What follows belongs to an exercise in optimizing a design on an open flow for small area; a production flow would make more cautious choices.
Only simulation tests tie the RTL to the original design; equivalence was not proved.
No driver is modelled on the clock port, so clocking that relies on it looks cheaper here than on a real chip.
Power and IR drop assume default switching activity.

==> flow/design.v (excerpt) <==
module INTC
(
    input   wire            clk,
    input   wire            rst_n,
    output  wire[31:0]      data_out,
    input   wire[62:0]      set_in,
    input   wire[62:0]      en_in,
    input   wire            reset_in,
    output  wire[30:0]      intc_int_en
);
Size: about 540 cells after synthesis, ~190 I/O pins, ~4400 um2 of cells after synthesis.
==> flow/config.mk <==
export PLATFORM = sky130hd
export DESIGN_NAME = INTC
export DESIGN_NICKNAME = INTC
export VERILOG_FILES = /design/flow/design.v
export SDC_FILE = /design/flow/constraint.sdc
export NUM_CORES = 4
export LEC_CHECK = 0
export CAP_MARGIN = 20
export CORE_AREA = 3 3 83 83
export DIE_AREA = 0 0 86 86
export PLACE_DENSITY = 0.85
export SLEW_MARGIN = 20
export SYNTH_HIERARCHICAL = 1
==> flow/constraint.sdc <==
create_clock -name core_clock -period 6.5 [get_ports {clk}]
set_input_delay 1.3000 -clock core_clock [delete_from_list [all_inputs] [get_ports {clk}]]
set_output_delay 1.3000 -clock core_clock [all_outputs]
set_load 0.01 [all_outputs]
standard.sh (not shown) runs the stock make flow with config.mk's settings and CLKGATE_MAP_FILE= SYNTH_SCRIPT=/design/flow/synth_recipe.tcl, a recipe that flattens the netlist after the stock synthesis.
==> flow/flow/run.sh <==
#!/bin/bash
# Standard layout, with three changes: after the standard synthesis every
# combinational cell is set to its smallest drive strength (the later repair
# steps size up what timing needs), ports get the smallest buffer, and the
# clock tree uses small buffers without dummy loads (post_cts.tcl sizes up
# the ones whose clock pins would switch too slowly).
set -euo pipefail
export BUFFER_PORTS_ARGS="-buffer_cell sky130_fd_sc_hd__buf_1"
export CTS_ARGS="-sink_clustering_enable -repair_clock_nets -buf_list sky130_fd_sc_hd__clkbuf_4 -dont_use_dummy_load"
export POST_CTS_TCL="$PWD/flow/post_cts.tcl"
R=orfs/results/$FLOW_PLATFORM/INTC/base
bash standard.sh synth > synth.log 2>&1
IN_ODB=$R/1_synth.odb OUT_ODB=$R/1_synth.odb openroad -no_init -exit flow/downsize.tcl > downsize.log 2>&1
touch $R/1_synth.sdc
bash standard.sh > standard.log 2>&1
==> flow/flow/post_cts.tcl <==
# After clock tree synthesis: give a clock buffer the next drive strength when
# the estimated slew at its flip-flop clock pins is high, then re-legalize.
estimate_parasitics -placement
set n 0
foreach c [get_cells -filter "ref_name == sky130_fd_sc_hd__clkbuf_4"] {
  set out [get_pins -of_objects $c -filter "direction == output"]
  set w 0
  foreach p [get_pins -of_objects [get_nets -of_objects $out] -filter "direction == input"] {
    set s [get_property $p slew_max]
    if {$s > $w} { set w $s }
  }
  if {$w > 0.085} {
    replace_cell $c sky130_fd_sc_hd__clkbuf_8
    incr n
  }
}
puts "post_cts: $n clock buffers sized up"
if {$n > 0} {
  detailed_placement
  check_placement -verbose
  estimate_parasitics -placement
}
Other scripts of this flow, unchanged in this note and not shown: flow/flow/downsize.tcl
Edit:
--- a/flow/flow/post_cts.tcl
+++ b/flow/flow/post_cts.tcl
@@ -12 +12 @@
-  if {$w > 0.085} {
+  if {$w > 0.105} {
Result: The new run completed with no timing, DRC or antenna violations. Cell area drops by 0.38%. Synthesized cell count does not change. Sequential cell count stays the same. Via count climbs by 1.0%. Sequential power is about the same. Sequential share of layout area climbs by 0.13 points.

---

## lane 1
INTC again, from the RTL that the note above started with.
Settings: LEC_CHECK=0, CAP_MARGIN=20, CORE_AREA=3 3 83 83, DIE_AREA=0 0 86 86, PLACE_DENSITY=0.85, SLEW_MARGIN=20, SYNTH_HIERARCHICAL=1; clock period 6.5 ns.
==> flow/flow/run.sh <==
#!/bin/bash
# Standard layout, with three changes: after the standard synthesis every
# combinational cell is set to its smallest drive strength (the later repair
# steps size up what timing needs), ports get the smallest buffer, and the
# clock tree uses small buffers without dummy loads.
set -euo pipefail
export BUFFER_PORTS_ARGS="-buffer_cell sky130_fd_sc_hd__buf_1"
export CTS_ARGS="-sink_clustering_enable -repair_clock_nets -buf_list sky130_fd_sc_hd__clkbuf_4 -root_buf sky130_fd_sc_hd__clkbuf_8 -dont_use_dummy_load"
R=orfs/results/$FLOW_PLATFORM/INTC/base
bash standard.sh synth > synth.log 2>&1
IN_ODB=$R/1_synth.odb OUT_ODB=$R/1_synth.odb openroad -no_init -exit flow/downsize.tcl > downsize.log 2>&1
touch $R/1_synth.sdc
bash standard.sh > standard.log 2>&1
==> flow/flow/downsize.tcl <==
# Replace every combinational cell by the smallest-area cell of the same
# function family (same base name, other drive strength). Timing repair in
# the later steps sizes up what the timing needs.
read_db $::env(IN_ODB)
set areas {}
foreach lib [[ord::get_db] getLibs] {
  foreach mm [$lib getMasters] {
    dict set areas [$mm getName] [expr {[$mm getWidth] * [$mm getHeight] / 1.0e6}]
  }
}
set block [ord::get_db_block]
set n 0
set saved 0.0
foreach inst [$block getInsts] {
  set m [[$inst getMaster] getName]
  if {![regexp {^(sky130_fd_sc_hd__)([a-z0-9]+)_([0-9]+)$} $m -> pre base drv]} { continue }
  if {[regexp {^(df|sdf|edf|dl|sed|conb|buf|clk|tap|fill|decap|diode|lpflow|probe)} $base]} { continue }
  set best $m
  set besta [dict get $areas $m]
  foreach d {0 1 2 4} {
    set c "${pre}${base}_$d"
    if {[dict exists $areas $c] && [dict get $areas $c] < $besta - 1e-6} {
      set dm [[ord::get_db] findMaster $c]
      if {$dm != "NULL"} { set best $c; set besta [dict get $areas $c] }
    }
  }
  if {$best != $m} {
    set saved [expr {$saved + [dict get $areas $m] - $besta}]
    $inst swapMaster [[ord::get_db] findMaster $best]
    incr n
  }
}
puts "downsize: $n cells resized, [format %.1f $saved] um2 saved"
write_db $::env(OUT_ODB)
Input changes introduced in lane 2 (baseline for comparison: lane 1):
-- flow/flow/run.sh --
<<< lane 1, line 8
export CTS_ARGS="-sink_clustering_enable -repair_clock_nets -buf_list sky130_fd_sc_hd__clkbuf_4 -root_buf sky130_fd_sc_hd__clkbuf_8 -dont_use_dummy_load"
>>> lane 2, line 8
export CTS_ARGS="-sink_clustering_enable -repair_clock_nets -buf_list sky130_fd_sc_hd__clkbuf_4 -dont_use_dummy_load"
export POST_CTS_TCL="$PWD/flow/post_cts.tcl"
==> flow/flow/post_cts.tcl (new file) <==
# After clock tree synthesis: give a clock buffer the next drive strength when
# the estimated slew at its flip-flop clock pins is high, then re-legalize.
estimate_parasitics -placement
set n 0
foreach c [get_cells -filter "ref_name == sky130_fd_sc_hd__clkbuf_4"] {
  set out [get_pins -of_objects $c -filter "direction == output"]
  set w 0
  foreach p [get_pins -of_objects [get_nets -of_objects $out] -filter "direction == input"] {
    set s [get_property $p slew_max]
    if {$s > $w} { set w $s }
  }
  if {$w > 0.085} {
    replace_cell $c sky130_fd_sc_hd__clkbuf_8
    incr n
  }
}
puts "post_cts: $n clock buffers sized up"
if {$n > 0} {
  detailed_placement
  check_placement -verbose
  estimate_parasitics -placement
}
### Flow results
Lane 2: PASS, flow complete, no timing, DRC or antenna violations. | total power after layout | lane 2 vs lane 1 | 0.000022 W lower |. Lane 1 -> lane 2: total congestion overflow flat. Wire length on lane 2 is down relative to lane 1. NOTE total non-filler cell area in the finished layout lane 1->lane 2 decreased slightly. As far as area of the mapped netlist goes, lane 2 and lane 1 are indistinguishable; the numbers are identical.
## Diff of input files: lane 3 against lane 2
-- flow/flow/run.sh --
<<< lane 2, line 8
export CTS_ARGS="-sink_clustering_enable -repair_clock_nets -buf_list sky130_fd_sc_hd__clkbuf_4 -dont_use_dummy_load"
export POST_CTS_TCL="$PWD/flow/post_cts.tcl"
>>> lane 3, line 8
export CTS_ARGS="-sink_clustering_enable -repair_clock_nets -buf_list sky130_fd_sc_hd__clkbuf_16 -dont_use_dummy_load"
removed: flow/flow/post_cts.tcl
Findings:
- Comparing lane 3 and lane 2, portion of total power attributed to the clock network is higher on lane 3.
- The fmax on lane 2 is in line with that on lane 3.
- Min detailed-route vias per instance across lane 3 and lane 2: lane 2
- On lane 3: utilization is 2.0 points higher than what lane 2 gave.
- Delta (lane 3 minus lane 2): via count of the first global-routing pass now larger, peak ir drop on the vdd network grew by 0.038 mV, global-route wire length before repair rose by 3.3%, wire length grew by about 3.4%, portion of total power attributed to combinational logic fell 4.3 points.
- For lane 2, the launch point of the worst path was lat[5]$_DFF_PN0_, unlike lane 3, where it was lat[9]$_DFF_PN0_.

re-timing with driven ports:
Ports are ideal in the flow. The routed layouts listed here were re-timed in OpenROAD.
Step 1 sets driving cells, clkbuf_16 on the clock port and buf_2 on the other inputs (assumed; they add their load-dependent delay and slew).
Step 2 moves the port delays by t, midway between the first and last clock arrival at a register: inputs arrive t later, outputs are due t later. That takes back most of the time a late clock gives input paths.
Slacks: no drivers / after step 1 / after step 2; pairs: no drivers / after step 1.
run	t (ns)	setup slack, ns	hold WS [ns]
the first run of note 1	0.364	0.445 / 0.415 / 0.779	0.497 / 0.497 / 0.497
the second run of note 1	0.366	0.420 / 0.389 / 0.756	0.496 / 0.496 / 0.496
lane 1	0.372	0.428 / 0.397 / 0.768	0.495 / 0.495 / 0.495
lane 2	0.364	0.445 / 0.415 / 0.779	0.497 / 0.497 / 0.497
lane 3	0.358	0.433 / 0.395 / 0.753	0.492 / 0.492 / 0.492
After both steps every run listed still meets setup and hold.
